Background: an optimization exercise with open tools, aiming at small area. Do not read the settings as production practice.
At most, simulation tests tie the RTL to the original design; equivalence was not proved.
The RTL of run 1 was laid out without a check of its function.
Power figures rest on the tool's default switching activity, not on a simulated workload.

[flow/config.mk]
export PLATFORM = sky130hd
export DESIGN_NAME = Segway
export DESIGN_NICKNAME = Segway
export VERILOG_FILES = /design/flow/design.v
export SDC_FILE = /design/flow/constraint.sdc
export NUM_CORES = 4
export LEC_CHECK = 0
export ABC_AREA = 1
export CAP_MARGIN = 20
export CORE_MARGIN = 2
export CORE_UTILIZATION = 40
export SLEW_MARGIN = 20
[flow/constraint.sdc]
create_clock -name core_clock -period 12.0 [get_ports {clk}]
set_input_delay 2.4000 -clock core_clock [delete_from_list [all_inputs] [get_ports {clk}]]
set_output_delay 2.4000 -clock core_clock [all_outputs]
set_load 0.01 [all_outputs]
[flow/design.v]
module rst_synch(RST_n, clk, rst_n);
input RST_n, clk;
output reg rst_n;
logic q1;  
always_ff @(negedge clk, negedge RST_n) begin
	if(!RST_n) begin
		q1 <= 1'b0;
		rst_n <= 1'b0;
	end
	else	begin
	    q1 <= 1'b1;
		rst_n <= q1;
	end
end
endmodule
module UART_rx(clk, rst_n, RX, clr_rdy, is_67, is_73, rdy);
input clk, rst_n, RX, clr_rdy;
output reg is_67, is_73;
output reg rdy;
logic start, shft;
logic [3:0] bit_cnt;
logic [11:0] baud_cnt;	 
logic IM_1, IM_2;
logic recieving;
logic state;			 
localparam [7:0] B67 = 8'h67;
localparam [7:0] B73 = 8'h73;
assign shft = (baud_cnt == 12'h1B1);
always_ff @(posedge clk) begin
	IM_1 <= RX;
	IM_2 <= IM_1;
end
wire [2:0] bidx = bit_cnt[2:0] - 3'd1;
wire dbit = (bit_cnt != 0) && (bit_cnt <= 8);
always_ff @(posedge clk) begin
	if (start) begin
		is_67 <= 1'b1;
		is_73 <= 1'b1;
	end else if (shft && dbit) begin
		is_67 <= is_67 & (IM_2 == B67[bidx]);
		is_73 <= is_73 & (IM_2 == B73[bidx]);
	end
end
always_ff @(posedge clk) begin
	if(start)
		baud_cnt <= 12'hE77;
	else if(shft)
		baud_cnt <= 12'h000;
	else if(recieving)
		baud_cnt <= {baud_cnt[10:0], ~(baud_cnt[11] ^ baud_cnt[5] ^ baud_cnt[3] ^ baud_cnt[0])};
end
always_ff @(posedge clk) begin
	if(start)
		bit_cnt <= 0;
	else if(shft)
		bit_cnt <= bit_cnt + 1;
end
assign start = !state & !IM_2;
assign recieving = state;
wire set_rdy = state & (bit_cnt == 10);
always_ff @ (posedge clk, negedge rst_n) begin
	if(!rst_n)
		state <= 1'b0;
	else if (start)
		state <= 1'b1;
	else if (set_rdy)
		state <= 1'b0;
end
always_ff @ (posedge clk, negedge rst_n) begin
	if(!rst_n) 
		rdy <= 1'b0;
	else if(clr_rdy)
		rdy <= 1'b0;
	else if(start)
		rdy <= 1'b0;
	else if(set_rdy)
		rdy <= 1'b1;
end
endmodule
module Auth_blk(clk, rst_n, RX, rider_off, pwr_up);
input clk, rst_n, RX, rider_off;
output reg pwr_up;
logic clr_rx_rdy, rx_rdy;
logic is_67, is_73;
UART_rx iUART(.clk, .rst_n, .RX, .clr_rdy(clr_rx_rdy), .is_67, .is_73, .rdy(rx_rdy));
typedef enum reg[1:0] {OFF,PWR1,PWR2} state_t;
state_t state, nxt_state;
always_ff @ (posedge clk, negedge rst_n) begin
	if(!rst_n)
		state <= OFF;
	else
		state <= nxt_state;
end
always_comb begin
	pwr_up = 0;
	clr_rx_rdy = 0;
	nxt_state = state;
	case(state)
		OFF:begin
			if(rx_rdy) begin
				if(is_67) begin
				    pwr_up = 1;
					nxt_state = PWR1;
				end
				clr_rx_rdy = 1;
			end
		end
		PWR1:begin
			pwr_up = 1;
			if(rx_rdy) begin
				if(is_73) 
					if(rider_off) begin
						nxt_state = OFF;
						pwr_up = 0;
					end
					else begin
						pwr_up = 1;
						nxt_state = PWR2;
					end
				clr_rx_rdy = 1;
			end
		end
		PWR2: begin 
			pwr_up = 1;
			if(rider_off) begin
				pwr_up = 0;
				nxt_state = OFF;
			end
			else if(rx_rdy) begin
				if(is_67) begin
					pwr_up = 1;
					nxt_state = PWR1;
				end
				clr_rx_rdy = 1;
			end
		end
		default: nxt_state = OFF;
	endcase 
end
endmodule
module SPI_mnrch #(parameter RW = 16) (clk, rst_n, MISO, wrt, SS_n, SCLK, done, rd_data, bit_cntr, init, bw, bin);
input clk, rst_n;
input MISO;
input wrt;
input bw, bin;
output reg SS_n;
output SCLK;
output reg done;
output reg [RW-1:0] rd_data;
output reg [3:0] bit_cntr;
output init;
logic shft, smpl, ld_SCLK, init, done15, set_done, shift_im;
logic [3:0] SCLK_div;
logic MISO_smpl;
typedef enum reg[1:0] {IDLE,FRONT_PORCH, WORKHORSE, BACK_PORCH} state_t;
state_t state, nxt_state;
always_ff @(posedge clk) begin
	if(ld_SCLK)
		SCLK_div <= 4'b1011;
	else
		SCLK_div <= SCLK_div + 1;
end
assign SCLK = SCLK_div[3];
assign smpl = (SCLK_div == 4'b0111);
assign shift_im = (SCLK_div == 4'b1111);
always_ff @(posedge clk) begin
	if(smpl)
		MISO_smpl <= MISO;
end
always_ff @(posedge clk) begin	
	if(shft | bw)
		rd_data <= {rd_data[RW-2:0], bw ? bin : MISO_smpl};
end
always_ff @(posedge clk) begin
	if(init)
		bit_cntr <= 4'h0;
	else if(shft)
		bit_cntr <= bit_cntr + 1;
end
assign done15 = &bit_cntr;
always_ff @ (posedge clk, negedge rst_n) begin
	if(!rst_n)
		state <= IDLE;
	else
		state <= nxt_state;
end
always_comb begin
	init = 1'b0;
	ld_SCLK = 1'b0;
	set_done = 1'b0;
	shft = 1'b0;
	nxt_state = state;
	case (state)
		IDLE: begin
		    ld_SCLK = 1'b1;
			if(wrt) begin
				init = 1'b1;
				nxt_state = FRONT_PORCH;
			end	
		end
		FRONT_PORCH: begin 
			if(shift_im)
				nxt_state = WORKHORSE;
		end
		WORKHORSE: begin
			shft = shift_im;
			if(done15) begin
				nxt_state = BACK_PORCH;
			end
		end
		BACK_PORCH: begin
			if(shift_im) begin
			    shft = 1'b1;
				ld_SCLK = 1'b1;
				set_done = 1'b1;
			    nxt_state = IDLE;
			end
		end
	endcase
end
always_ff @ (posedge clk, negedge rst_n) begin
	if(!rst_n)
		SS_n <= 1'b1;
	else if(init)
		SS_n <= 1'b0;
	else if(set_done)
		SS_n <= 1'b1;
end
always_ff @ (posedge clk, negedge rst_n) begin
	if(!rst_n)
		done <= 1'b0;
	else if(init)
		done <= 1'b0;
	else if(set_done)
		done <= 1'b1;
end
endmodule
module inertial_integrator(clk, rst_n, vld, ptch_rt, AZ, ptch, win, step, cur, dl);
input clk, rst_n, vld;
input signed [15:0]ptch_rt;
input signed [15:0]AZ;
output signed [15:0]ptch;
input win;			 
input [5:0] step;	 
output cur;			 
input [7:0] dl;		 
localparam [15:0] AZ_K = 16'hFF60;	 
reg signed [26:0]ptch_int;
assign ptch = ptch_int[26:11];
reg sc;				 
reg [2:0] cy;		 
reg ybit;			 
wire lo = (step < 6'd16);
wire az_b = AZ[step[3:0]];
wire k_b = AZ_K[step[3:0]];
wire d1 = dl[0];
wire d3 = dl[2] & ((|step[5:2]) | (step[1] & step[0]));
wire d6 = dl[5] & ((|step[5:3]) | (step[2] & step[1]));
wire d8 = dl[7] & (|step[5:3]);
assign cur = lo ? (az_b ^ k_b ^ sc) : d1;
wire [5:0] pidx = step - 6'd13;
wire pb = (step < 6'd13) ? 1'b0 : (step > 6'd28) ? ~ptch[15] : ~ptch[pidx[3:0]];
wire [3:0] col = !cur + d3 + d6 + d8 + pb + cy;
always_ff @(posedge clk) begin
	if (!win) begin
		sc <= 1'b0;
		cy <= 3'b001;
	end else begin
		sc <= (az_b & k_b) | (az_b & sc) | (k_b & sc);
		cy <= col[3:1];
	end
	ybit <= col[0];
end
wire fus_pos = ~ybit;
wire w = ptch_rt[15] & ~|ptch_rt[14:7] & (ptch_rt[6:0] < 7'h50);
wire [26:0] nb = ~{{11{ptch_rt[15]}}, ptch_rt};
wire [26:0] kk = {{10{~fus_pos | w}}, ~fus_pos ^ w, {5{~fus_pos}}, 11'h451};
always @(posedge clk, negedge rst_n)
	if(!rst_n)
		ptch_int <= 0;
	else if(vld)
		ptch_int <= ptch_int + nb + kk;
endmodule
module inert_intf(clk,rst_n,ptch,ptch_rt,vld,SS_n,SCLK,
                  MOSI,MISO,INT,boot,win,dl_in,dl);
  parameter fast_sim = 1;
  input clk, rst_n;
  input MISO;
  input INT;
  output win;				 
  output dl_in;			 
  input [7:0] dl;			 
  input boot;				 
  output signed [15:0] ptch;
  output signed [15:0] ptch_rt;
  output reg vld;
  output SS_n,SCLK,MOSI;
  reg [9:0] timer;			 
  reg [7:0] AZl;
  reg [7:0] ptch_rt_h,ptch_rt_l;
  reg INT_ff1,INT_ff2;
  reg [2:0] cmd_id;			 
  logic wrt;
  logic clr_tmr;
  logic capture_ptchl,capture_ptchh;
  logic capture_AZl;
  wire done, init;
  wire [7:0] inert_data;
  wire [3:0] bit_cntr;
  wire signed [15:0] AZ;
  typedef enum reg [3:0] {INIT1,INIT2,INIT3,INIT4,WAIT,PTCHL,PTCHH,
                          AZL,AZH} state_t;
  state_t state,nxt_state;
  SPI_mnrch #(8) iSPI(.clk(clk),.rst_n(rst_n),.SS_n(SS_n),.SCLK(SCLK),
                  .MISO(MISO),.wrt(wrt),.done(done),
				  .rd_data(inert_data),.bit_cntr(bit_cntr),.init(init),
				  .bw(1'b0),.bin(1'b0));
  logic [15:0] cmd;
  always_comb
    case (cmd_id)
      3'd0: cmd = 16'h0D02;
      3'd1: cmd = 16'h1053;
      3'd2: cmd = 16'h1150;
      3'd3: cmd = 16'h1460;
      3'd4: cmd = 16'hA200;
      3'd5: cmd = 16'hA300;
      3'd6: cmd = 16'hAC00;
      default: cmd = 16'hAD00;
    endcase
  assign MOSI = cmd[~bit_cntr];
  always_ff @(posedge clk)
    if (init)
      cmd_id <= state[2:0];
  assign win = (state == AZH) && (&timer[9:6]);
  inertial_integrator iINT(.clk(clk), .rst_n(rst_n), .vld(vld),
                           .ptch_rt(ptch_rt), .AZ(AZ), .ptch(ptch),
                           .win(win), .step(timer[5:0]), .cur(dl_in), .dl(dl));
  always_ff @(posedge clk) begin
	  INT_ff1 <= INT;
	  INT_ff2 <= INT_ff1;
	end
  always_ff @(posedge clk,negedge rst_n)
    if (!rst_n)
	  state <= INIT1;
	else
	  state <= nxt_state;
  always_ff @(posedge clk, negedge rst_n)
    if (!rst_n)
	   timer <= 0;
	 else if (clr_tmr)
	   timer <= 0;
	 else
	   timer <= timer + 1;
  always_comb begin
    clr_tmr = 0;
    wrt = 0;
	capture_ptchl = 0;
	capture_ptchh = 0;
	capture_AZl = 0;
	vld = 0;
	nxt_state = INIT1;
	 case (state)
	   INIT1 : begin
		  if (boot) begin
		    wrt = 1;
		    nxt_state = INIT2;
		  end
	   end
	   INIT2 : begin
		  if (&timer) begin
		    wrt = 1;
		    nxt_state = INIT3;
		  end else
		    nxt_state = INIT2;
	   end
	   INIT3 : begin
		  if (&timer) begin
		    wrt = 1;
		    nxt_state = INIT4;
		  end else
		    nxt_state = INIT3;
	   end
	   INIT4 : begin
		  if (&timer) begin
		    wrt = 1;
		    nxt_state = WAIT;
		  end else 
		    nxt_state = INIT4;
	   end
	   WAIT : begin
	     if (INT_ff2) begin
		    wrt = 1;
		    clr_tmr = 1;
		    nxt_state = PTCHL;
		  end else
		    nxt_state = WAIT;
	   end
	   PTCHL : begin
		  capture_ptchl = done;
		  if (&timer) begin
		    wrt = 1;
		    nxt_state = PTCHH;
		  end else
		    nxt_state = PTCHL;
      end
	   PTCHH : begin
		  capture_ptchh = done;
		  if (&timer) begin
		    wrt = 1;
		    nxt_state = AZL;
		  end else
		    nxt_state = PTCHH;
      end
	   AZL : begin
		  capture_AZl = done;
		  if (&timer) begin
		    wrt = 1;
		    nxt_state = AZH;
		  end else
		    nxt_state = AZL;
      end
	   AZH : begin
		  if (&timer) begin
		    vld = 1;
		    nxt_state = WAIT;
		  end else
		    nxt_state = AZH;
      end
	   default : begin
	  	  clr_tmr = 1;
	     nxt_state = INIT1;
	   end
	 endcase
  end
  always_ff @(posedge clk, negedge rst_n)
    if (!rst_n)
	  ptch_rt_l <= 8'h00;
    else if (capture_ptchl)
	  ptch_rt_l <= inert_data;
  always_ff @(posedge clk, negedge rst_n)
    if (!rst_n)
	  ptch_rt_h <= 8'h00;
    else if (capture_ptchh)
	  ptch_rt_h <= inert_data;
  always_ff @(posedge clk)
    if (capture_AZl)
	  AZl <= inert_data;
  assign AZ = {inert_data,AZl};
  assign ptch_rt = {ptch_rt_h,ptch_rt_l};
endmodule
module PID(clk, rst_n, vld, pwr_up, rider_off, ptch, ptch_rt, PID_cntrl, ss_tmr);
	parameter fast_sim = 1;
	input clk, rst_n, vld, pwr_up, rider_off;
	input logic signed [15:0]ptch, ptch_rt;
	output logic signed [11:0]PID_cntrl;
	output [7:0]ss_tmr;
	logic signed [9:0] ptch_err_sat;
	logic signed [14:0]I_term;
	reg signed [17:0] integrator;
	wire signed [17:0]ptch_err_sat_sext;
	wire signed [17:0]I_mux1_mux2;
	wire signed[17:0]ptch_err_sat_sext_sum;
	wire I_overflow;
	logic signed [12:0]D_term_temp;
	logic signed [12:0]D_term;
	logic signed [15:0] I_term_sext, D_term_sext, PID_sum;
	reg [11:0] ss_pre;
	reg [7:0] ss_cnt;
	wire pre_wrap = (ss_pre == 12'h23F);
	always_ff @(posedge clk)begin
		if(!pwr_up) begin
			ss_cnt <= 8'h00;
			ss_pre <= 12'h000;
		end else if(!(&ss_cnt)) begin
			ss_pre <= pre_wrap ? 12'h000 : {ss_pre[10:0], ~(ss_pre[11] ^ ss_pre[5] ^ ss_pre[3] ^ ss_pre[0])};
			if (pre_wrap)
				ss_cnt <= ss_cnt + 1'b1;
		end
	end
	assign ss_tmr = ss_cnt;
	assign ptch_err_sat = (~ptch[15] && (|ptch[14:9]))?10'h1ff:
								(ptch[15] && !(&ptch[14:9]))? 10'h200:
								{ptch[15], ptch[8:0]};
	assign ptch_err_sat_sext = {{8{ptch_err_sat[9]}},ptch_err_sat};
	assign ptch_err_sat_sext_sum = ptch_err_sat_sext + integrator;
	assign I_overflow = (ptch_err_sat_sext[17] == integrator[17] && ptch_err_sat_sext_sum[17] != integrator[17])? 1:0;
	always_ff @(posedge clk)begin
		if(rider_off)
			integrator <= 0;
		else if(vld && !I_overflow)
			integrator <= ptch_err_sat_sext_sum;
	end
	generate if(fast_sim)begin
		assign I_term = (~integrator[17] && (|integrator[17:15]))? 15'h3fff:
						(integrator[17] && ~&integrator[17:15])? 15'h4000:
						integrator[15:1];
	end
	else begin
		assign I_term = {{3{integrator[17]}}, integrator[17:6]};
	end
	endgenerate
	assign D_term_temp = {{3{ptch_rt[15]}} ,ptch_rt[15:6]};
	assign D_term = ~D_term_temp;
	assign I_term_sext = {I_term[14],I_term};
	assign D_term_sext = {{3{D_term[12]}},D_term};
	assign PID_sum = {{6{ptch_err_sat[9]}}, ptch_err_sat} * 16'sd12 + I_term_sext + D_term_sext;
	always_ff @(posedge clk)
		PID_cntrl <= (~PID_sum[15] && (|PID_sum[14:11]))? 12'h7ff:
							(PID_sum[15] && !(&PID_sum[14:11]))? 12'h800:
							{PID_sum[15],PID_sum[10:0]};
endmodule
module SegwayMath(clk, PID_cntrl, ss_tmr, steer_sc, en_steer, pwr_up, lft_mag, lft_sgn, rght_mag, rght_sgn, too_fast);
input clk;
input signed [11:0] PID_cntrl;
input [7:0] ss_tmr;
input signed [9:0] steer_sc;	 
input en_steer, pwr_up;
output [10:0] lft_mag, rght_mag;
output lft_sgn, rght_sgn;
output reg too_fast;
logic signed [19:0] prod_cntrl_ss;
logic signed [11:0] PID_ss;
logic signed [12:0] lft_torque, rght_torque;
logic lft_fast, rght_fast;
wire [10:0] bx = {2'b00, ss_tmr, 1'b0};
wire [12:0] a1 = {PID_cntrl[11], PID_cntrl};
wire [12:0] a2 = {PID_cntrl, 1'b0};
wire [19:0] pp [0:4];
wire [4:0] ng;
genvar k;
generate for (k = 0; k < 5; k = k + 1) begin : booth
	wire b2 = bx[2*k+2], b1 = bx[2*k+1], b0 = bx[2*k];
	wire one = b1 ^ b0;
	wire two = (b2 & ~b1 & ~b0) | (~b2 & b1 & b0);
	assign ng[k] = b2 & ~(b1 & b0);
	wire [12:0] m = ({13{one}} & a1) | ({13{two}} & a2);
	wire [12:0] x = m ^ {13{ng[k]}};
	assign pp[k] = {{7{x[12]}}, x} << (2*k);
end endgenerate
wire [19:0] negs = {11'd0, ng[4], 1'b0, ng[3], 1'b0, ng[2], 1'b0, ng[1], 1'b0, ng[0]};
assign prod_cntrl_ss = pp[0] + pp[1] + pp[2] + pp[3] + pp[4] + negs;
assign PID_ss = prod_cntrl_ss[19:8];
wire signed [9:0] sp = en_steer ? steer_sc : 10'sd0;
assign lft_torque = PID_ss + sp;
assign rght_torque = PID_ss - sp;
shape iSL(.t(lft_torque), .pwr_up(pwr_up), .mag(lft_mag), .sgn(lft_sgn), .fast(lft_fast));
shape iSR(.t(rght_torque), .pwr_up(pwr_up), .mag(rght_mag), .sgn(rght_sgn), .fast(rght_fast));
always_ff @(posedge clk)
	too_fast <= lft_fast | rght_fast;
endmodule
module shape(input signed [12:0] t, input pwr_up, output [10:0] mag, output sgn, output fast);
	wire neg = t[12];
	wire [11:0] u = t[11:0] ^ {12{neg}};
	wire big = (u[11:6] != 6'd0) | (u[5:0] > (neg ? 6'd59 : 6'd60));
	wire [5:0] hi = u[11:6] + 6'd15;
	wire [10:0] mbig = (u[11:6] >= 6'd17) ? 11'h7FF : {hi[4:0], u[5:0]};
	wire [10:0] msmall = {u[6:0], {4{neg}}};
	assign mag = !pwr_up ? 11'h000 : big ? mbig : msmall;
	assign sgn = pwr_up & neg;
	assign fast = pwr_up & ~neg & (u > 12'd832);
endmodule
module balance_cntrl(clk,rst_n,vld,ptch,ptch_rt,pwr_up,rider_off,steer_sc,en_steer,lft_mag,lft_sgn,rght_mag,rght_sgn,too_fast);
parameter fast_sim = 1'b1;
input clk,rst_n;   
input vld;   
input [15:0] ptch;   
input [15:0] ptch_rt;   
input pwr_up;   
input rider_off;   
input signed [9:0] steer_sc;   
input en_steer;  
output [10:0] lft_mag, rght_mag;   
output lft_sgn, rght_sgn;   
output too_fast;   
logic [11:0] PID_cntrl;
logic [7:0] ss_tmr;
PID #(fast_sim) iPID(.clk(clk),.rst_n(rst_n),.vld(vld),.ptch(ptch),.ptch_rt(ptch_rt), .pwr_up(pwr_up),
					.rider_off(rider_off),.PID_cntrl(PID_cntrl), .ss_tmr(ss_tmr));
SegwayMath iSegwayMath(.clk(clk), .PID_cntrl(PID_cntrl), .ss_tmr(ss_tmr),.steer_sc(steer_sc), .en_steer(en_steer), 
						.pwr_up(pwr_up), .lft_mag, .lft_sgn, .rght_mag, .rght_sgn, .too_fast(too_fast));
endmodule
module steer_en_SM(clk,rst_n,tmr_full,sum_gt_min,sum_lt_min,diff_gt_1_4,
                   diff_gt_15_16,clr_tmr,en_steer,rider_off,steer_st);
 input clk;				 
  input rst_n;				 
  input tmr_full;			 
  input sum_gt_min;			 
  input sum_lt_min;			 
  input diff_gt_1_4;		 
  input diff_gt_15_16;		 
  output logic clr_tmr;		 
  output logic en_steer;	 
  output logic rider_off;	 
  output logic steer_st;	 
  typedef enum reg[1:0] {IDLE, RIDER_ON, STEER_ENABLED} state_t;
	state_t state, nxt_state;
	assign steer_st = (state == STEER_ENABLED);
  always_ff @(posedge clk, negedge rst_n) begin  
		if(!rst_n)
			state <= IDLE;
		else
			state <= nxt_state;
	end
  always_comb begin  
	nxt_state = state;
	clr_tmr = 1'b0;
	en_steer = 1'b0;
	rider_off = 1'b1;
	case(state)
		IDLE: begin 
				if(sum_gt_min) begin  
					rider_off = 1'b0;
					nxt_state = RIDER_ON;
					clr_tmr = 1'b1;
				end
			end	
		RIDER_ON: begin 
					if(sum_lt_min) begin  
						nxt_state = IDLE;
					end
					else if(~diff_gt_1_4 && tmr_full) begin 
						nxt_state = STEER_ENABLED;
						rider_off = 1'b0;
						en_steer = 1'b1;
						clr_tmr = 1'b1;
					end
					else if(~diff_gt_1_4) begin
						rider_off = 1'b0;
					end
					else if(tmr_full) begin
						rider_off = 1'b0;
						clr_tmr = 1'b1;
					end
					else begin  
						clr_tmr = 1'b0;
						rider_off = 1'b0;
					end
				end	
		STEER_ENABLED: begin
				if(sum_lt_min) begin  
					nxt_state = IDLE;
				end
				else if(diff_gt_15_16) begin
					nxt_state = RIDER_ON;
					clr_tmr = 1'b1;
					rider_off = 1'b0;
				end
				else begin  
					en_steer = 1'b1;
					rider_off = 1'b0;
				end
			end
		endcase
	end
endmodule
module steer_en(clk, rst_n, lft_ld, rght_ld, en_steer, rider_off);
	parameter fast_sim = 1;
	input clk, rst_n;
	input [11:0] lft_ld, rght_ld;
	output en_steer, rider_off;
	localparam MIN_RIDER_WT = 12'h200;
	localparam WT_HYSTERESIS = 8'h40;
	logic [12:0]sum;
	logic [11:0]diff;
	logic [11:0]sum_15_16;
	logic [11:0]thr;
	logic clr, full, steer_st, diff_gt;
	logic sum_lt_min, sum_gt_min;
	reg [15:0]tmr;		 
	assign sum = lft_ld + rght_ld;
	assign diff = lft_ld - rght_ld;
	assign sum_lt_min = (sum < MIN_RIDER_WT - WT_HYSTERESIS);
	assign sum_gt_min = (sum > MIN_RIDER_WT + WT_HYSTERESIS);
	wire [3:0] g = sum[3:1] + sum[3:2] + sum[3];
	assign sum_15_16 = {sum[11:4], g} - {3'b000, sum[12:4]};
	assign thr = steer_st ? sum_15_16 : {1'b0, sum[12:2]};
	wire neg = diff[11];
	wire [11:0] x = diff ^ {12{neg}};
	wire [12:0] cmp = {1'b0, x} + {1'b0, ~thr} + neg;
	assign diff_gt = cmp[12];
	always @(posedge clk)
		if(clr)
			tmr <= '0;
		else
			tmr <= {tmr[14:0], ~(tmr[15] ^ tmr[14] ^ tmr[12] ^ tmr[3])};
	assign full = (tmr == 16'hD577);
	steer_en_SM SM(.clk, .rst_n, .clr_tmr(clr), .tmr_full(full), .sum_gt_min, .sum_lt_min,
	               .diff_gt_1_4(diff_gt), .diff_gt_15_16(diff_gt), .rider_off, .en_steer, .steer_st);
endmodule
module PWM11(clk, rst_n, cnt, duty, en, PWM_sig);
input clk, rst_n;
input [10:0] cnt;
input [10:0] duty;
input en;			 
output reg PWM_sig;
always_ff @(posedge clk)
	PWM_sig <= en & (cnt < duty);
endmodule
module mtr_drv(clk,rst_n,lft_mag_in,lft_sgn_in,rght_mag_in,rght_sgn_in,OVR_I_lft,OVR_I_rght,PWM1_lft,
               PWM2_lft,PWM1_rght,PWM2_rght);
  input clk,rst_n;
  input [10:0] lft_mag_in, rght_mag_in;
  input lft_sgn_in, rght_sgn_in;
  input OVR_I_lft, OVR_I_rght;
  output PWM1_lft, PWM2_lft, PWM1_rght, PWM2_rght;
  reg [10:0] cnt;
  reg [10:0] lft_mag, rght_mag;
  reg lft_sgn, rght_sgn, lft_sgn_nxt, rght_sgn_nxt;
  reg spd_vld;
  reg OVR_I_ff1,OVR_I_ff2,OVR_I_ff3;
  reg OVR_I_shtdwn;
  reg [6:0] OVR_I_cnt;
  reg [3:0] PWM_cycle_cnt;
  reg OVR_I_inc_blank_n;
  wire PWM_lft,PWM_rght;
  wire PWM_synch, pre_synch;
  wire OVR_I_rise;
  wire OVR_I_blank_n;
  always_ff @(posedge clk, negedge rst_n)
    if(!rst_n) 
      cnt <= 11'h000;
    else 
      cnt <= cnt + 1;
  assign PWM_synch = &cnt;
  assign pre_synch = (cnt == 11'h7FE);
  assign OVR_I_blank_n = |cnt[10:8];
  always_ff @(posedge clk, negedge rst_n)
    if (!rst_n)
      spd_vld <= 1'b0;
    else if (pre_synch)
      spd_vld <= 1'b1;
  always_ff @(posedge clk)
    if (pre_synch) begin
	   lft_mag <= lft_mag_in;
	   rght_mag <= rght_mag_in;
      lft_sgn_nxt <= lft_sgn_in;
      rght_sgn_nxt <= rght_sgn_in;
    end
  always_ff @(posedge clk)
    if (PWM_synch) begin
	   lft_sgn <= lft_sgn_nxt;
	   rght_sgn <= rght_sgn_nxt;
	 end
  PWM11 iPWM_lft(.clk(clk), .rst_n(rst_n), .cnt(cnt), .duty(lft_mag), .en(spd_vld), .PWM_sig(PWM_lft)); 
  PWM11 iPWM_rght(.clk(clk), .rst_n(rst_n), .cnt(cnt), .duty(rght_mag), .en(spd_vld), .PWM_sig(PWM_rght));
  always_ff @(posedge clk, negedge rst_n)
    if (!rst_n) begin
	  OVR_I_ff1 <= 1'b0;
	  OVR_I_ff2 <= 1'b0;
	  OVR_I_ff3 <= 1'b0;
	end else begin
	  OVR_I_ff1 <= OVR_I_blank_n & (OVR_I_lft | OVR_I_rght);
	  OVR_I_ff2 <= OVR_I_ff1;
	  OVR_I_ff3 <= OVR_I_ff2;
	end
  assign OVR_I_rise = OVR_I_ff2 & ~OVR_I_ff3;
  always_ff @(posedge clk, negedge rst_n)
    if (!rst_n)
      OVR_I_cnt <= 7'h00;
    else if (OVR_I_rise & OVR_I_inc_blank_n)
      OVR_I_cnt <= OVR_I_cnt + 1;
    else if ((&PWM_cycle_cnt) & PWM_synch & (|OVR_I_cnt))
	  OVR_I_cnt <= OVR_I_cnt - 1;
  always_ff @(posedge clk)
    if (PWM_synch)
	  OVR_I_inc_blank_n <= 1'b1;
	else if (OVR_I_rise)
	  OVR_I_inc_blank_n <= 1'b0;
  always_ff @(posedge clk, negedge rst_n)
    if (!rst_n)
	  PWM_cycle_cnt <= 4'h0;
	else if (PWM_synch)
	  PWM_cycle_cnt <= PWM_cycle_cnt + 1;
  always_ff @(posedge clk, negedge rst_n)
    if (!rst_n)
	  OVR_I_shtdwn <= 1'b0;
	else if (&OVR_I_cnt)
	  OVR_I_shtdwn <= 1'b1;
  wire off = OVR_I_ff2 | ~OVR_I_inc_blank_n | OVR_I_shtdwn;
  assign PWM1_lft = ~off & ~lft_sgn & PWM_lft;
  assign PWM2_lft = ~off & lft_sgn & PWM_lft;
  assign PWM1_rght = ~off & ~rght_sgn & PWM_rght;
  assign PWM2_rght = ~off & rght_sgn & PWM_rght;
endmodule
module A2D_intf(input clk, rst_n, MISO, nxt, dl_en, dl_in,
				output [7:0] dl,
				output reg[11:0] lft_ld, rght_ld,
				output reg signed [9:0] steer_sc,
				output reg batt11,
				output SS_n, SCLK, MOSI);
logic wrt, done, update, init;
logic [11:0] rd_data;
logic [3:0] bit_cntr;
logic[1:0] counter;
logic [11:0] steer_pot_limited, m;
logic signed [7:0] q;
logic signed [9:0] steer_scaled;
assign steer_pot_limited = (rd_data < 12'h200) ? 12'h200 :
                           (rd_data > 12'hE00) ? 12'hE00 :
                           rd_data;
assign m = steer_pot_limited + 12'd1;
assign q = {~m[11], m[10:4]};
assign steer_scaled = {q[7], q, 1'b0} + {{2{q[7]}}, q} + m[3];
SPI_mnrch #(12) iSPI(.clk, .rst_n, .MISO, .wrt, .SCLK, .SS_n, .done, .rd_data, .bit_cntr, .init,
                     .bw(dl_en), .bin(dl_in));
assign dl = rd_data[7:0];
always_ff @(posedge clk, negedge rst_n) begin
	if(!rst_n) lft_ld <= 12'h000;
	else if(counter == 0 && update) lft_ld <= rd_data;
end
always_ff @(posedge clk, negedge rst_n) begin
	if(!rst_n) rght_ld <= 12'h000;
	else if(counter == 1 && update) rght_ld <= rd_data;
end
always_ff @(posedge clk, negedge rst_n) begin
	if(!rst_n) steer_sc <= -10'sd288;		 
	else if(counter == 2 && update) steer_sc <= steer_scaled;
end
always_ff @(posedge clk, negedge rst_n) begin
	if(!rst_n) batt11 <= 1'b0;
	else if(counter == 3 && update) batt11 <= rd_data[11];
end
always_ff @(posedge clk, negedge rst_n) begin
	if(!rst_n) counter <= 0;
	else if(update) counter <= counter + 1;
end
assign MOSI = (bit_cntr == 4'd2) ? (counter != 0) :
              (bit_cntr == 4'd3) ? (counter == 3) :
              (bit_cntr == 4'd4) ? (counter == 2) : 1'b0;
typedef enum reg[1:0] {IDLE, WRITE, READ, WAIT} state_t;
state_t state, nxt_state;
always_ff @(posedge clk, negedge rst_n) begin
	if(!rst_n) state <= IDLE;
	else state <= nxt_state;
end
always_comb begin
	wrt = 0;
	update = 0;
	nxt_state = state;
	case(state)
		IDLE: begin
			if(nxt) begin
				nxt_state = WRITE;
				wrt = 1;
			end
		end
		WRITE: begin
			if(done) begin
				nxt_state = WAIT;
			end
		end
		WAIT: begin
			wrt = 1;
			nxt_state = READ;
		end
		READ: begin
			if(done) begin
				update = 1;
				nxt_state = IDLE;
			end
		end
	endcase
end
endmodule
module piezo_drv(input clk, input rst_n, input en_steer, input too_fast, input batt_low, output piezo, output piezo_n, output boot);
parameter fast_sim = 1'b1;
logic [18:0] note_tmr;		 
logic [8:0] freq_tmr;		 
logic [21:0] repeat_tmr;	 
logic note_tmr_full, repeat_full, rst_note_dur;
logic freq_full;
logic [8:0] half;
typedef enum reg[2:0] {IDLE, NOTE1, NOTE2, NOTE3, NOTE4, NOTE5, NOTE6} state_nm;
state_nm state, nxt_state;
wire [21:0] repeat_nxt = {repeat_tmr[20:0], ~(repeat_tmr[21] ^ repeat_tmr[20])};
assign repeat_full = (repeat_tmr == 22'h38C82B);
assign boot = (repeat_tmr == 22'h3878F7);
always_ff @(posedge clk, negedge rst_n) begin
	if(!rst_n)
		repeat_tmr <= '0;
	else if(repeat_full)
		repeat_tmr <= '0; 
	else
		repeat_tmr <= repeat_nxt;
end
always_ff @(posedge clk) begin
	if(rst_note_dur | note_tmr_full)
		note_tmr <= '0;
	else
		note_tmr <= note_tmr + 1'b1;
end
always_ff @(posedge clk) begin
	if (freq_full || rst_note_dur)
		freq_tmr <= '0;
	else
		freq_tmr <= freq_tmr + 1'b1;	
end
assign piezo = (freq_tmr >= half);
assign piezo_n = ~piezo;
always_ff @(posedge clk, negedge rst_n) begin
	if(!rst_n) 
		state <= IDLE;
	else
		state <= nxt_state;
end
always_comb begin
	nxt_state = state;
	rst_note_dur = 1'b0;
	freq_full = (freq_tmr >= 9'd297);
	half = 9'd149;
	note_tmr_full = note_tmr[17];
	case(state)
		IDLE: begin
			if(too_fast)
				nxt_state = NOTE1;
			else if(repeat_full) begin
				if(batt_low)
					nxt_state = NOTE6;
				else if(en_steer)
					nxt_state = NOTE1;
			end
			rst_note_dur = 1'b1;
		end
		NOTE1: begin
			freq_full = (freq_tmr >= 9'd499);
			half = 9'd250;
			if(note_tmr_full) begin
				if(too_fast)
					nxt_state = NOTE2;
				else if(batt_low)
					nxt_state = IDLE;
				else if(en_steer)
					nxt_state = NOTE2;
				else 
					nxt_state = IDLE;
			end
		end
		NOTE2: begin
			freq_full = (freq_tmr >= 9'd374);
			half = 9'd187;
			if(note_tmr_full) begin
				if(too_fast)
					nxt_state = NOTE3;
				else if(batt_low)
					nxt_state = NOTE1;
				else if(en_steer)
					nxt_state = NOTE3;
				else 
					nxt_state = IDLE;
			end
		end
		NOTE3: begin
			if(note_tmr_full) begin
				if(too_fast)
					nxt_state = NOTE1;
				else if(batt_low)
					nxt_state = NOTE2;
				else if(en_steer)
					nxt_state = NOTE4;
				else 
					nxt_state = IDLE;
			end
		end
		NOTE4: begin
			freq_full = (freq_tmr >= 9'd250);
			half = 9'd125;
			note_tmr_full = note_tmr[17] & note_tmr[16];
			if(note_tmr_full) begin
				if(batt_low)
					nxt_state = NOTE3;
				else if(en_steer)
					nxt_state = NOTE5;
				else 
					nxt_state = IDLE;
			end
		end
		NOTE5: begin
			note_tmr_full = note_tmr[16];
			if(note_tmr_full) begin
				if(batt_low)
					nxt_state = NOTE4;
				else if(en_steer)
					nxt_state = NOTE6;
				else 
					nxt_state = IDLE;
			end
		end
		NOTE6: begin
			freq_full = (freq_tmr >= 9'd250);
			half = 9'd125;
			note_tmr_full = note_tmr[18];
			if(note_tmr_full) begin
				if(batt_low)
					nxt_state = NOTE5;
				else
					nxt_state = IDLE;
			end
		end
		default: ;
	endcase
end
endmodule
module Segway(clk,RST_n,INERT_SS_n,INERT_MOSI,INERT_SCLK,
              INERT_MISO,INERT_INT,A2D_SS_n,A2D_MOSI,A2D_SCLK,
			  A2D_MISO,PWM1_lft,PWM2_lft,PWM1_rght,PWM2_rght,
			  OVR_I_lft,OVR_I_rght,piezo_n,piezo,RX);
  input clk,RST_n;
  input INERT_MISO;						 
  input A2D_MISO;						 
  input INERT_INT;						 
  input OVR_I_lft,OVR_I_rght;			 
  input RX;								 
  output A2D_SS_n, INERT_SS_n;			 
  output A2D_MOSI, INERT_MOSI;			 
  output A2D_SCLK, INERT_SCLK;			 
  output PWM1_lft, PWM2_lft;  			 
  output PWM1_rght,PWM2_rght;			 
  output piezo_n,piezo;					 
  logic rst_n;							 
  logic vld;								 
  logic [15:0] ptch;						 
  logic [15:0] ptch_rt;
  logic [10:0] lft_mag, rght_mag;		 
  logic lft_sgn, rght_sgn;				 
  logic lft_rev, rght_rev;				 
  logic [11:0] lft_ld, rght_ld;		 
  logic batt11;							 
  logic signed [9:0] steer_sc;			 
  logic norm_mode;						 
  logic en_steer;						 
  logic rider_off;						 
  logic batt_low;
  logic too_fast;
  logic fus_win, fus_bit;				 
  logic [7:0] fus_dl;					 
  logic boot;							 
  logic pwr_up;							 
  localparam BATT_THRES = 12'h800;
  localparam fast_sim = 1;
  Auth_blk iAuth(.clk(clk),.rst_n(rst_n),.RX(RX),.rider_off(rider_off),.pwr_up(pwr_up));
  inert_intf #(fast_sim) iNEMO(.clk(clk),.rst_n(rst_n),.ptch(ptch),.ptch_rt(ptch_rt),
                   .vld(vld),.SS_n(INERT_SS_n),.SCLK(INERT_SCLK),
				   .MOSI(INERT_MOSI),.MISO(INERT_MISO),
				   .INT(INERT_INT),.boot(boot),.win(fus_win),.dl_in(fus_bit),.dl(fus_dl));
  balance_cntrl #(fast_sim) iBAL(.clk(clk),.rst_n(rst_n),.vld(vld),.ptch(ptch),
                     .ptch_rt(ptch_rt),.pwr_up(pwr_up),.rider_off(rider_off),
					 .steer_sc(steer_sc),.en_steer(en_steer),.lft_mag(lft_mag),.lft_sgn(lft_sgn),
					 .rght_mag(rght_mag),.rght_sgn(rght_sgn),.too_fast(too_fast));
  steer_en #(fast_sim) iSTR(.clk(clk),.rst_n(rst_n),.lft_ld(lft_ld),
                            .rght_ld(rght_ld),
							.en_steer(en_steer),.rider_off(rider_off));
  mtr_drv iDRV(.clk(clk),.rst_n(rst_n),.lft_mag_in(lft_mag),.lft_sgn_in(lft_sgn),
               .rght_mag_in(rght_mag),.rght_sgn_in(rght_sgn),.PWM1_lft(PWM1_lft),.PWM2_lft(PWM2_lft),
			   .PWM1_rght(PWM1_rght),.PWM2_rght(PWM2_rght),
			   .OVR_I_lft(OVR_I_lft),.OVR_I_rght(OVR_I_rght));
  A2D_intf iA2D(.clk(clk),.rst_n(rst_n),.nxt(vld),.dl_en(fus_win),.dl_in(fus_bit),.dl(fus_dl),.lft_ld(lft_ld),.rght_ld(rght_ld),
                .batt11(batt11),.steer_sc(steer_sc),.SS_n(A2D_SS_n),.SCLK(A2D_SCLK),
				.MOSI(A2D_MOSI),.MISO(A2D_MISO));
  assign batt_low = ~batt11;		 
  piezo_drv #(fast_sim) iBUZZ(.clk(clk),.rst_n(rst_n),.en_steer(en_steer),.too_fast(too_fast),
              .batt_low(batt_low),.piezo(piezo),.piezo_n(piezo_n),.boot(boot));
  rst_synch iRST(.clk(clk),.RST_n(RST_n),.rst_n(rst_n));
endmodule
[flow/flow/run.sh]
#!/bin/bash
set -euo pipefail
export FLOW_FLOW_DIR=$(cd "$(dirname "${BASH_SOURCE[0]}")" && pwd)
CTS_SIZE=${CTS_SIZE:-18}
CTS_DIAM=${CTS_DIAM:-70}
{ cat "$FLOW_FLOW_DIR/abc_override.tcl"; cat synth_recipe.tcl; } > my_synth.tcl
bash standard.sh SYNTH_SCRIPT=$PWD/my_synth.tcl \
  "SYNTH_OPERATIONS_ARGS=-extra-map $FLOW_FLOW_DIR/lcu_ripple.v" \
  ADDER_MAP_FILE= \
  "CTS_ARGS=-sink_clustering_enable -repair_clock_nets -sink_clustering_size $CTS_SIZE -sink_clustering_max_diameter $CTS_DIAM -buf_list sky130_fd_sc_hd__clkbuf_8 -dont_use_dummy_load" \
  "BUFFER_PORTS_ARGS=-buffer_cell sky130_fd_sc_hd__buf_1" \
  finish > flow.log 2>&1
[flow/flow/abc_override.tcl]
# Map with an area-oriented ABC script instead of the flow's default one.
# Only the combinational mapping changes; the registers are mapped before.
proc abc {args} {
  set i [lsearch -exact $args -script]
  if { $i >= 0 } {
    set args [lreplace $args [expr {$i + 1}] [expr {$i + 1}] $::env(FLOW_FLOW_DIR)/area.abc]
  }
  yosys abc {*}$args
}
[flow/flow/area.abc]
strash
dc2
dch -f
amap
strash
dc2
dch -f
amap
topo
[flow/flow/lcu_ripple.v]
(* techmap_celltype = "$lcu" *)
module _80_lcu_ripple (P, G, CI, CO);
	parameter WIDTH = 2;
	(* force_downto *)
	input [WIDTH-1:0] P, G;
	input CI;
	(* force_downto *)
	output [WIDTH-1:0] CO;
	genvar i;
	generate for (i = 0; i < WIDTH; i = i + 1) begin : g
		if (i == 0)
			assign CO[i] = G[i] | (P[i] & CI);
		else
			assign CO[i] = G[i] | (P[i] & CO[i-1]);
	end endgenerate
endmodule
[flow/standard.sh]
#!/bin/bash
# synth_recipe.tcl (not shown) runs the flow's synth.tcl, then flattens the netlist and writes it again
# the make line also repeats each setting of config.mk as NAME=value (left out here)
make -C /OpenROAD-flow-scripts/flow DESIGN_CONFIG=/design/flow/config.mk WORK_HOME=/design/flow/orfs CLKGATE_MAP_FILE= SYNTH_SCRIPT=/design/flow/synth_recipe.tcl "${@:-finish}"
==> qor_table.md, run 1 <==
| Parameter | Reported | Unit |
|:---|:---|:---|
| Outcome | finished clean | - |
| Share of cell area taken by muxes after synthesis | 0 | % |
| Final Max Slew Viols | 0 | - |
| Overall Global Routing Usage | 18.5 | % |
| PD cells | 89.0 | nW/um^2 |
| Area of the die | 56000 | sq um |
| Critical path class | register to register | - |
| Share of the synthesized netlist area taken by xor and xnor gates | 0.0809 | % |
| Actual slew at the worst max-slew pin | 998 | ps |
| Floorplan row count | 85 | - |
| RSZ-0062 raised after global routing | no | - |
| Net total in the final layout | 3066 | - |
| Register-to-register path setup slack | 1560 | ps |
| Detailed-route via count | 20800 | - |
| Number of buffers and inverters on the critical path | 6 | - |
| Clock-pin slew on the worst setup and hold paths | 110 | ps |
| Most common cell after layout, fill and taps aside | nor2_1 | - |
| Number of top-level design ports | 20 | - |
| Initial Utilization | 40.3 | % |
| Share of the yosys chip area belonging to registers | 40.2 | % |
| Largest net degree at the start of global routing | 68 | - |
| Data required time of the critical path | 12340 | ps |
| Total of buffers placed on input and output ports | 19 | - |
| Number of buffers created by CTS | 30 | - |
| Class of the most critical hold timing path | register to register | - |
| Maximum fanout encountered on the critical timing path | 12 | - |
| Number of global-route vias before repair | 18700 | - |
| Max-cap violations | 0 | - |
| Number of nets still failing antenna checks after routing | 0 | - |
| Area fraction in and, or, nand and nor cells after synthesis | 22.3 | % |
| Flip-flop and latch count after synthesis | 364 | - |
| Layout area overhead | 7.25 | % |
| Fraction of layout cells with a size suffix above 1 | 2.39 | % |
| Commonest cells after routing, fill and taps aside | nor2_1 (531), nand2_1 (366), clkinv_1 (354), o21ai_0 (353), a21oi_1 (220) | - |
| Area fraction in compound gates after synthesis | 31.0 | % |
| Most used cell, CP | nand2_1 | - |
| Final routed wirelength across all metal layers | 52.1 | mm |
| Die width | 237 | microns |
| Adder-Cell Fraction of Synth Area | 0 | % |
| Setup violators final | 0 | - |
| Clk latency of the worst-skew pair | 650 | ps |
| Clock tree from TritonCTS | yes | - |
| Synthesis Warnings | 15 | - |
| Post-synthesis cell type count | 55 | - |
| Number of iterations in the first detailed-routing pass | 5 | - |
| Sum of overflow across all layers after global routing | 0 | - |
| Area of the core region | 53700 | sq um |
| Syn Area/Cell | 7.24 | sq um |
| Highest cell delay on the worst timing path | 410 | ps |
| Clock H-tree levels | 1 | - |
| Maximum root-to-sink buffer count | 3 | - |
| Iteration-0 DRC Markers | 1324 | - |
| Clock sink count | 364 | - |
| Total half-perimeter wirelength after legalization and detailed placement | 39.1 | mm |
| Capturing point of the worst reg2reg path | iDRV.rght_mag[0] | - |
| Maximum ir drop on the vdd rail | 68.0 | uV |
| Clock root buffer | clkbuf_8 | - |
| Number of enable-type register cells in the synthesized netlist | 59 | - |
| Vertical extent of the die | 237 | microns |
| Family of cells with the greatest summed delay on the critical path | simple AND/OR/NAND/NOR gates | - |
| Critical-path top delay cell | dfrtp_1 | - |
| Synth Flop Type | dfrtp_1 | - |
| Initial antenna violation count | 1 | - |
| Post-synth design cell area | 21600 | sq um |
| Worst max-slew margin expressed relative to the limit | 32.7 | % |
| Placed standard-cell area | 22700 | sq um |
| Length in cells of the worst reg-to-reg path | 70 | - |
| Hold worst-path end | iRST.rst_n | - |
| Detail-routed via count per cell | 5.53 | - |
| Fin Setup TNS | 0 | ps |
| Proportion of register bits with asynchronous set or reset after synthesis | 45.1 | % |
| Number of standard cells after synthesis | 2991 | - |
| Final routed DRC violation total | 0 | - |
| Upper clock frequency limit | 95.8 | MHz |
| Nature of the critical path startpoint | register | - |
| Endpoint class of the critical path | register | - |
| Launching point of the worst reg2reg path | iA2D.rght_ld[1] | - |
| Fin crit period | 10440 | ps |
| Worst setup skew after layout | 80.5 | ps |
| Static leakage | 0.00847 | uW |
| Main combinational cell family by area after synthesis | compound AO/OA/AOI/OAI gates | - |
| Worst Hold Launch | iRST.q1 | - |
| Hold-critical path depth | 0 | - |
| Global-route wire length before repair | 89.1 | mm |
| Total count of hold-check failures in the final report | 0 | - |
| Average routed wire per standard cell | 13.9 | microns |
| Placer Congestion | 0.860 | - |
| Tcrit/Tclk final | 87.0 | % |
| Worst EP arrival | 10780 | ps |
| Post-synthesis net count | 2999 | - |
| Post-Layout Inst Area | 23200 | sq um |
-- routing by layer --
layer  share of wire [%]  global-route usage [%]  wire [microns]
met2                  46                    31.3           24000
met5                   0                       0               0
met4                 1.6                    3.95             827
met3                 3.3                    1.68            1740
met1                  49                    25.7           25500
-- logic make-up (layout without fill, tap and decap cells) --
kind of cell	Yosys count	after routing
flops	364	364
other cells	1	2
compound gates	1107	1107
xor+xnor	2	2
buf+inv	368	433
simple gates	1149	1149
-- layout make-up --
type                    count  area (sq um)
diodes                      1          2.50
clock buffers              30           413
fillers                  5486         30500
inverters                 356          1340
multi-input cells        2259         11600
flip-flops and latches    364          8710
well taps                 696           871
repair buffers             47           282
-- flip-flops by register name (all words and copies together) (netlist names), 11 cells and up --
name / flops
iNEMO.iINT.ptch_int: 27
iBUZZ.repeat_tmr: 22
iBUZZ.note_tmr: 19
iBAL.iPID.integrator: 18
iSTR.tmr: 16
iA2D.iSPI.rd_data: 12
iA2D.lft_ld: 12
iA2D.rght_ld: 12
iAuth.iUART.baud_cnt: 12
iBAL.iPID.PID_cntrl: 12
iBAL.iPID.ss_pre: 12
iDRV.cnt: 11
iDRV.lft_mag: 11
iDRV.rght_mag: 11
-- stage by stage --
step	std cells	utilization, %	setup WS, ps	hold slack (ps)	total power (uW)
finish	3753	43.2	1560	318	2070
global route	3753	43.2	70.3	334	2170
CTS	3748	43.1	355	318	2100
detailed placement	3718	42.3	424	311	1480
global placement	3718	42.3	987	297	1480
floorplan	2991	-	1030	292	1440
-- repair_timing --
action / 4_1_cts / 5_1_grt
hold buffers: 0 / 0
setup endpoints to repair: 0 / 22
buffers inserted: 0 / 3
gates resized for setup: 0 / 17
-- Yosys cell counts (all sizes together), types with 4 or more instances --
cell,n,share of area (%)
nor2,533,9.2
nand2,367,6.4
o21ai,362,8.4
clkinv,356,6.2
a21oi,221,5.1
o22ai,201,5.8
dfrtp,156,18
dfxtp,141,13
o21a,118,4.1
nor3,88,2.0
edfxtp,59,8.2
a22oi,46,1.6
a211oi,27,0.94
or2,26,0.75
nor4,20,0.58
nand3,19,0.44
nor2b,19,0.55
a221oi,18,0.73
and3,18,0.52
a21o,16,0.55
a31oi,15,0.43
and2,15,0.43
nand4,14,0.40
buf,12,0.21
or3,11,0.32
o31ai,9,0.31
or4,9,0.31
a31o,8,0.32
o221ai,8,0.32
a2111oi,6,0.24
a32oi,6,0.24
dfstp,6,0.73
o22a,6,0.24
o32a,6,0.28
o32ai,6,0.24
o211ai,5,0.17
nand2b,4,0.12
-- worst max-delay path by stage --
stage / from / endpoint / slack [ps] / cells past startpoint
finish: iA2D.rght_ld[1] / iDRV.rght_mag[0] / 1560 / 70
global route: iA2D.rght_ld[1] / iDRV.lft_mag[2] / 70 / 70
CTS: iA2D.rght_ld[1] / iDRV.rght_mag[5] / 350 / 63
detailed placement: iA2D.lft_ld[1] / iDRV.rght_mag[5] / 420 / 63
global placement: iA2D.rght_ld[1] / iDRV.rght_mag[4] / 990 / 63
floorplan: iRST.rst_n / iA2D.batt11 / 1030 / 0
-- power by group --
part	switching (uW)	internal, uW	total, uW
combinational	97.4	50.4	148
clock	391	222	613
sequential	26.5	1280	1310
==> inputs of run 2 (changes only) <==
--- a/flow/design.v
+++ b/flow/design.v
@@ -138,11 +138,13 @@
 	endcase 
 end
 endmodule
-module SPI_mnrch #(parameter RW = 16) (clk, rst_n, MISO, wrt, SS_n, SCLK, done, rd_data, bit_cntr, init, bw, bin);
+module SPI_mnrch #(parameter RW = 16) (clk, rst_n, MISO, wrt, SS_n, SCLK, done, rd_data, bit_cntr, init, bw, bin, bl, bld);
 input clk, rst_n;
 input MISO;
 input wrt;
 input bw, bin;
+input bl;
+input [7:0] bld;
 output reg SS_n;
 output SCLK;
 output reg done;
@@ -167,13 +169,19 @@
 	if(smpl)
 		MISO_smpl <= MISO;
 end
-always_ff @(posedge clk) begin	
+always_ff @(posedge clk)
 	if(shft | bw)
-		rd_data <= {rd_data[RW-2:0], bw ? bin : MISO_smpl};
-end
+		rd_data[7:0] <= {rd_data[6:0], bw ? bin : MISO_smpl};
+generate if (RW > 8) begin : hi
+	always_ff @(posedge clk)
+		if(shft | bl)
+			rd_data[RW-1:8] <= bl ? bld[RW-5:4] : rd_data[RW-2:7];
+end endgenerate
 always_ff @(posedge clk) begin
 	if(init)
 		bit_cntr <= 4'h0;
+	else if(bl)
+		bit_cntr <= bld[3:0];
 	else if(shft)
 		bit_cntr <= bit_cntr + 1;
 end
@@ -282,7 +290,7 @@
 		ptch_int <= ptch_int + nb + kk;
 endmodule
 module inert_intf(clk,rst_n,ptch,ptch_rt,vld,SS_n,SCLK,
-                  MOSI,MISO,INT,boot,win,dl_in,dl);
+                  MOSI,MISO,INT,boot,win,dl_in,dl,azl_ld,azl_d,azl_q);
   parameter fast_sim = 1;
   input clk, rst_n;
   input MISO;
@@ -290,13 +298,15 @@
   output win;				 
   output dl_in;			 
   input [7:0] dl;			 
+  output azl_ld;			 
+  output [7:0] azl_d;
+  input [7:0] azl_q;		 
   input boot;				 
   output signed [15:0] ptch;
   output signed [15:0] ptch_rt;
   output reg vld;
   output SS_n,SCLK,MOSI;
   reg [9:0] timer;			 
-  reg [7:0] AZl;
   reg [7:0] ptch_rt_h,ptch_rt_l;
   reg INT_ff1,INT_ff2;
   reg [2:0] cmd_id;			 
@@ -314,7 +324,7 @@
   SPI_mnrch #(8) iSPI(.clk(clk),.rst_n(rst_n),.SS_n(SS_n),.SCLK(SCLK),
                   .MISO(MISO),.wrt(wrt),.done(done),
 				  .rd_data(inert_data),.bit_cntr(bit_cntr),.init(init),
-				  .bw(1'b0),.bin(1'b0));
+				  .bw(1'b0),.bin(1'b0),.bl(1'b0),.bld(8'h00));
   logic [15:0] cmd;
   always_comb
     case (cmd_id)
@@ -442,10 +452,9 @@
 	  ptch_rt_h <= 8'h00;
     else if (capture_ptchh)
 	  ptch_rt_h <= inert_data;
-  always_ff @(posedge clk)
-    if (capture_AZl)
-	  AZl <= inert_data;
-  assign AZ = {inert_data,AZl};
+  assign azl_ld = capture_AZl;
+  assign azl_d = inert_data;
+  assign AZ = {inert_data,azl_q};
   assign ptch_rt = {ptch_rt_h,ptch_rt_l};
 endmodule
 module PID(clk, rst_n, vld, pwr_up, rider_off, ptch, ptch_rt, PID_cntrl, ss_tmr);
@@ -782,8 +791,9 @@
   assign PWM1_rght = ~off & ~rght_sgn & PWM_rght;
   assign PWM2_rght = ~off & rght_sgn & PWM_rght;
 endmodule
-module A2D_intf(input clk, rst_n, MISO, nxt, dl_en, dl_in,
-				output [7:0] dl,
+module A2D_intf(input clk, rst_n, MISO, nxt, dl_en, dl_in, bl,
+				input [7:0] bld,
+				output [7:0] dl, bq,
 				output reg[11:0] lft_ld, rght_ld,
 				output reg signed [9:0] steer_sc,
 				output reg batt11,
@@ -802,8 +812,9 @@
 assign q = {~m[11], m[10:4]};
 assign steer_scaled = {q[7], q, 1'b0} + {{2{q[7]}}, q} + m[3];
 SPI_mnrch #(12) iSPI(.clk, .rst_n, .MISO, .wrt, .SCLK, .SS_n, .done, .rd_data, .bit_cntr, .init,
-                     .bw(dl_en), .bin(dl_in));
+                     .bw(dl_en), .bin(dl_in), .bl(bl), .bld(bld));
 assign dl = rd_data[7:0];
+assign bq = {rd_data[11:8], bit_cntr};
 always_ff @(posedge clk, negedge rst_n) begin
 	if(!rst_n) lft_ld <= 12'h000;
 	else if(counter == 0 && update) lft_ld <= rd_data;
@@ -1033,6 +1044,9 @@
   logic too_fast;
   logic fus_win, fus_bit;				 
   logic [7:0] fus_dl;					 
+  logic azl_ld;							 
+  logic [7:0] azl_q;					 
+  logic [7:0] inert_byte;				 
   logic boot;							 
   logic pwr_up;							 
   localparam BATT_THRES = 12'h800;
@@ -1041,7 +1055,8 @@
   inert_intf #(fast_sim) iNEMO(.clk(clk),.rst_n(rst_n),.ptch(ptch),.ptch_rt(ptch_rt),
                    .vld(vld),.SS_n(INERT_SS_n),.SCLK(INERT_SCLK),
 				   .MOSI(INERT_MOSI),.MISO(INERT_MISO),
-				   .INT(INERT_INT),.boot(boot),.win(fus_win),.dl_in(fus_bit),.dl(fus_dl));
+				   .INT(INERT_INT),.boot(boot),.win(fus_win),.dl_in(fus_bit),.dl(fus_dl),
+				   .azl_ld(azl_ld),.azl_d(inert_byte),.azl_q(azl_q));
   balance_cntrl #(fast_sim) iBAL(.clk(clk),.rst_n(rst_n),.vld(vld),.ptch(ptch),
                      .ptch_rt(ptch_rt),.pwr_up(pwr_up),.rider_off(rider_off),
 					 .steer_sc(steer_sc),.en_steer(en_steer),.lft_mag(lft_mag),.lft_sgn(lft_sgn),
@@ -1053,7 +1068,8 @@
                .rght_mag_in(rght_mag),.rght_sgn_in(rght_sgn),.PWM1_lft(PWM1_lft),.PWM2_lft(PWM2_lft),
 			   .PWM1_rght(PWM1_rght),.PWM2_rght(PWM2_rght),
 			   .OVR_I_lft(OVR_I_lft),.OVR_I_rght(OVR_I_rght));
-  A2D_intf iA2D(.clk(clk),.rst_n(rst_n),.nxt(vld),.dl_en(fus_win),.dl_in(fus_bit),.dl(fus_dl),.lft_ld(lft_ld),.rght_ld(rght_ld),
+  A2D_intf iA2D(.clk(clk),.rst_n(rst_n),.nxt(vld),.dl_en(fus_win),.dl_in(fus_bit),.dl(fus_dl),
+                .bl(azl_ld),.bld(inert_byte),.bq(azl_q),.lft_ld(lft_ld),.rght_ld(rght_ld),
                 .batt11(batt11),.steer_sc(steer_sc),.SS_n(A2D_SS_n),.SCLK(A2D_SCLK),
 				.MOSI(A2D_MOSI),.MISO(A2D_MISO));
   assign batt_low = ~batt11;		 
--- a/flow/config.mk
+++ b/flow/config.mk
@@ -6,7 +6,7 @@
 export NUM_CORES = 4
 export LEC_CHECK = 0
 export ABC_AREA = 1
-export CAP_MARGIN = 20
+export CAP_MARGIN = 5
 export CORE_MARGIN = 2
-export CORE_UTILIZATION = 40
-export SLEW_MARGIN = 20
+export CORE_UTILIZATION = 55
+export SLEW_MARGIN = 5
==> run 2 against run 1 <==
  * Critical path type unchanged
  * Still clean
  * Clock skew decreased by 12 ps
  * Clock power decreased by 5.1%
  * Largest power group unchanged
  * Clock-buffer cell count fell by 2
  * Synthesized cell count fell by 0.97%
  * Highest routed layer unchanged
  * Hold slack worse by 7.8 ps
  * Final cell count down 5.4%
==> qor_table.md, run 2 <==
| Parameter | Reported | Unit |
|:---|:---|:---|
| Sum of overflow across all layers after global routing | 0 | - |
| Clock-pin slew on the worst setup and hold paths | 90 | ps |
| Fillcell total | 3706 | - |
| Maximum root-to-sink buffer count | 3 | - |
| Maximum fanout encountered on the critical timing path | 12 | - |
| Final Max Slew Viols | 0 | - |
| Clk latency of the worst-skew pair | 630 | ps |
| Worst setup skew after layout | 68.3 | ps |
| Yosys top cell area share | 18.2 | % |
| Number of top-level design ports | 20 | - |
| Number of buffers created by CTS | 28 | - |
| Class of the most critical hold timing path | register to register | - |
| Post-synthesis net count | 2970 | - |
| Layout area overhead | 6.40 | % |
| Tcrit/Tclk final | 89.8 | % |
| Worst max-slew margin expressed relative to the limit | 32.4 | % |
| Total count of hold-check failures in the final report | 0 | - |
| PD cells | 88.1 | nW/um^2 |
| Nature of the critical path startpoint | register | - |
| Commonest cells after routing, fill and taps aside | nor2_1 (532), clkinv_1 (352), nand2_1 (351), o21ai_0 (351), a21oi_1 (231) | - |
| Worst setup margin | 1220 | ps |
| Clock sink count | 356 | - |
| Highest cell delay on the worst timing path | 400 | ps |
| Share of the yosys chip area belonging to registers | 39.6 | % |
| Initial antenna violation count | 0 | - |
| Most common cell after layout, fill and taps aside | nor2_1 | - |
| Number of iterations in the first detailed-routing pass | 8 | - |
| Synthesis Warnings | 15 | - |
| Initial Utilization | 55.5 | % |
| Synth cell count leaders | nor2_1 (535), o21ai_0 (356), clkinv_1 (355), nand2_1 (351), a21oi_1 (233) | - |
| Static leakage | 0.00849 | uW |
| Max-cap violations | 0 | - |
| Power consumption | 2010 | uW |
| ANT cells | 0 | - |
| Total half-perimeter wirelength after legalization and detailed placement | 38.3 | mm |
| Critical path class | register to register | - |
| Outcome | finished clean | - |
| Number of enable-type register cells in the synthesized netlist | 51 | - |
| Post-synthesis cell type count | 58 | - |
| Number of nets still failing antenna checks after routing | 0 | - |
| Fraction of layout cells with a size suffix above 1 | 2.64 | % |
| Detail-routed via count per cell | 5.84 | - |
| Area of the die | 40500 | sq um |
| Final routed wirelength across all metal layers | 51.5 | mm |
| Iteration-0 DRC Markers | 1302 | - |
| Number of global-route vias before repair | 19000 | - |
| Most used cell, CP | nand2_1 | - |
| Proportion of register bits with asynchronous set or reset after synthesis | 46.1 | % |
| Most instantiated library cell after synthesis | nor2_1 | - |
| Global-route wire length before repair | 87.0 | mm |
| Endpoint class of the critical path | register | - |
| Post-synth design cell area | 21400 | sq um |
| Total of buffers placed on input and output ports | 19 | - |
| Cell type with the largest total area after synthesis | dfrtp_1 | - |
| Fin crit period | 10780 | ps |
| Overall Global Routing Usage | 25.1 | % |
| Final routed DRC violation total | 0 | - |
| Critical-path top delay cell | dfrtp_1 | - |
| Die width | 201 | microns |
| Clock tree from TritonCTS | yes | - |
| Syn Area/Cell | 7.22 | sq um |
| Area of the core region | 38600 | sq um |
| Actual slew at the worst max-slew pin | 1010 | ps |
| Net total in the final layout | 3041 | - |
| Largest net degree at the start of global routing | 163 | - |
| Minimum setup slack after placement | 4.55 | ps |
| Upper clock frequency limit | 92.8 | MHz |
| Largest registers ranked by flip-flop count | iNEMO.iINT.ptch_int x27, iBUZZ.repeat_tmr x22, iBUZZ.note_tmr x19 | - |
| Finished Core Util | 59.1 | % |
| Synth area leaders | dfrtp_1 (18%), dfxtp_1 (13%), nor2_1 (9.4%) | - |
| Number of standard cells after synthesis | 2962 | - |
| Worst EP arrival | 11090 | ps |
| Maximum ir drop on the vdd rail | 111 | uV |
| Post-route worst hold slack | 310 | ps |
| Floorplan row count | 72 | - |
| Data required time of the critical path | 12300 | ps |
| Average routed wire per standard cell | 14.5 | microns |
| Cell Count, Final, Fillers Out | 3549 | - |
| Setup violators final | 0 | - |
| Flip-flop and latch count after synthesis | 356 | - |
| Post-Place Cells | 3515 | - |
| Placer Congestion | 0.898 | - |
| Flip-flop count of the largest register after layout | 27 | - |
| Clock root buffer | clkbuf_8 | - |
| Top reg by flops | iNEMO.iINT.ptch_int | - |
| Clock H-tree levels | 1 | - |
| Synth Flop Type | dfrtp_1 | - |
| CTS Hold Bufs | 0 | - |
| Vertical extent of the die | 201 | microns |
| Detailed-route via count | 20700 | - |
| Register-to-register path setup slack | 1220 | ps |
run 2: cell count changes after synthesis, moves of 4 or more:
| cell | previous run | this run |
|---|---|---|
| a21o_1 | 16 | 36 |
| nand2_1 | 367 | 351 |
| o21a_1 | 118 | 103 |
| a21oi_1 | 221 | 233 |
| or2_0 | 26 | 15 |
| o221a_1 | 3 | 12 |
| edfxtp_1 | 59 | 51 |
| nor3_1 | 88 | 81 |
| o32ai_1 | 6 | 13 |
| nand3_1 | 19 | 13 |
| o21ai_0 | 362 | 356 |
| o31ai_1 | 9 | 3 |
| and3_1 | 18 | 14 |
run 2: logic make-up after synthesis:
family | share of synthesized area, %
compound gates | 32.5
simple gates | 21.3
buf+inv | 6.44
other cells | 0.0175
xor+xnor | 0.164
flops | 39.6
run 2: metrics by stage:
| step | cell area (sq um) | setup TNS [ps] |
|---|---|---|
| after floorplan | 21400 | 0 |
| after global placement | 22300 | 0 |
| after detailed placement | 22300 | 0 |
| after CTS | 22700 | 0 |
| after global routing | 22800 | -213 |
| final | 22800 | 0 |
run 2: timing repair:
item | CTS | global route
resized for setup | 1 | 13
setup endpoints to repair | 6 | 22
pin swaps | 0 | 1
setup buffers | 0 | 5
cloned | 0 | 1
run 2: worst paths after layout:
kind	startpoint	endpoint	cells past startpoint
setup / recovery	iA2D.rght_ld[1]	iDRV.rght_mag[4]	74
hold / removal	iRST.q1	iRST.rst_n	0
setup reg to reg	iA2D.rght_ld[1]	iDRV.rght_mag[4]	74
hold reg to reg	iRST.q1	iRST.rst_n	0
max in group asynchronous	RST_n	iRST.rst_n	1
min in group asynchronous	iRST.rst_n	iBUZZ.repeat_tmr[10]	1
run 2: area by class of cell:
cell class | instances | area (sq um) | share of cell area (%)
sequential | 356 | 8470 | 37.2
timing repair buffer | 52 | 332 | 1.46
inverter | 355 | 1340 | 5.89
tap | 518 | 648 | 2.85
multi-input combinational | 2239 | 11600 | 50.9
clock buffer | 28 | 385 | 1.69
timing repair inverter | 1 | 5.00 | 0.0220
run 2: power breakdown:
part | switching (uW) | internal [uW] | leakage, uW
Clock | 375 | 207 | 0.000201
Combinational | 98.4 | 50.0 | 0.00461
Sequential | 25.6 | 1250 | 0.00368
Total | 499 | 1510 | 0.00849
run 2: worst max-delay path: cells and delay by family (launching register included):
family	cells	cell delay, ps
simple gates	28	2980
flops	1	400
buf+inv	8	1370
compound gates	38	5680
run 2: layer usage:
layer,share of wire [%],GRT usage [%],vias up
met1,47,33.7,9430
met3,4.4,2.77,86
met5,0,0,-
met2,47,43.3,416
li1,-,-,10800
met4,1.8,6.20,0
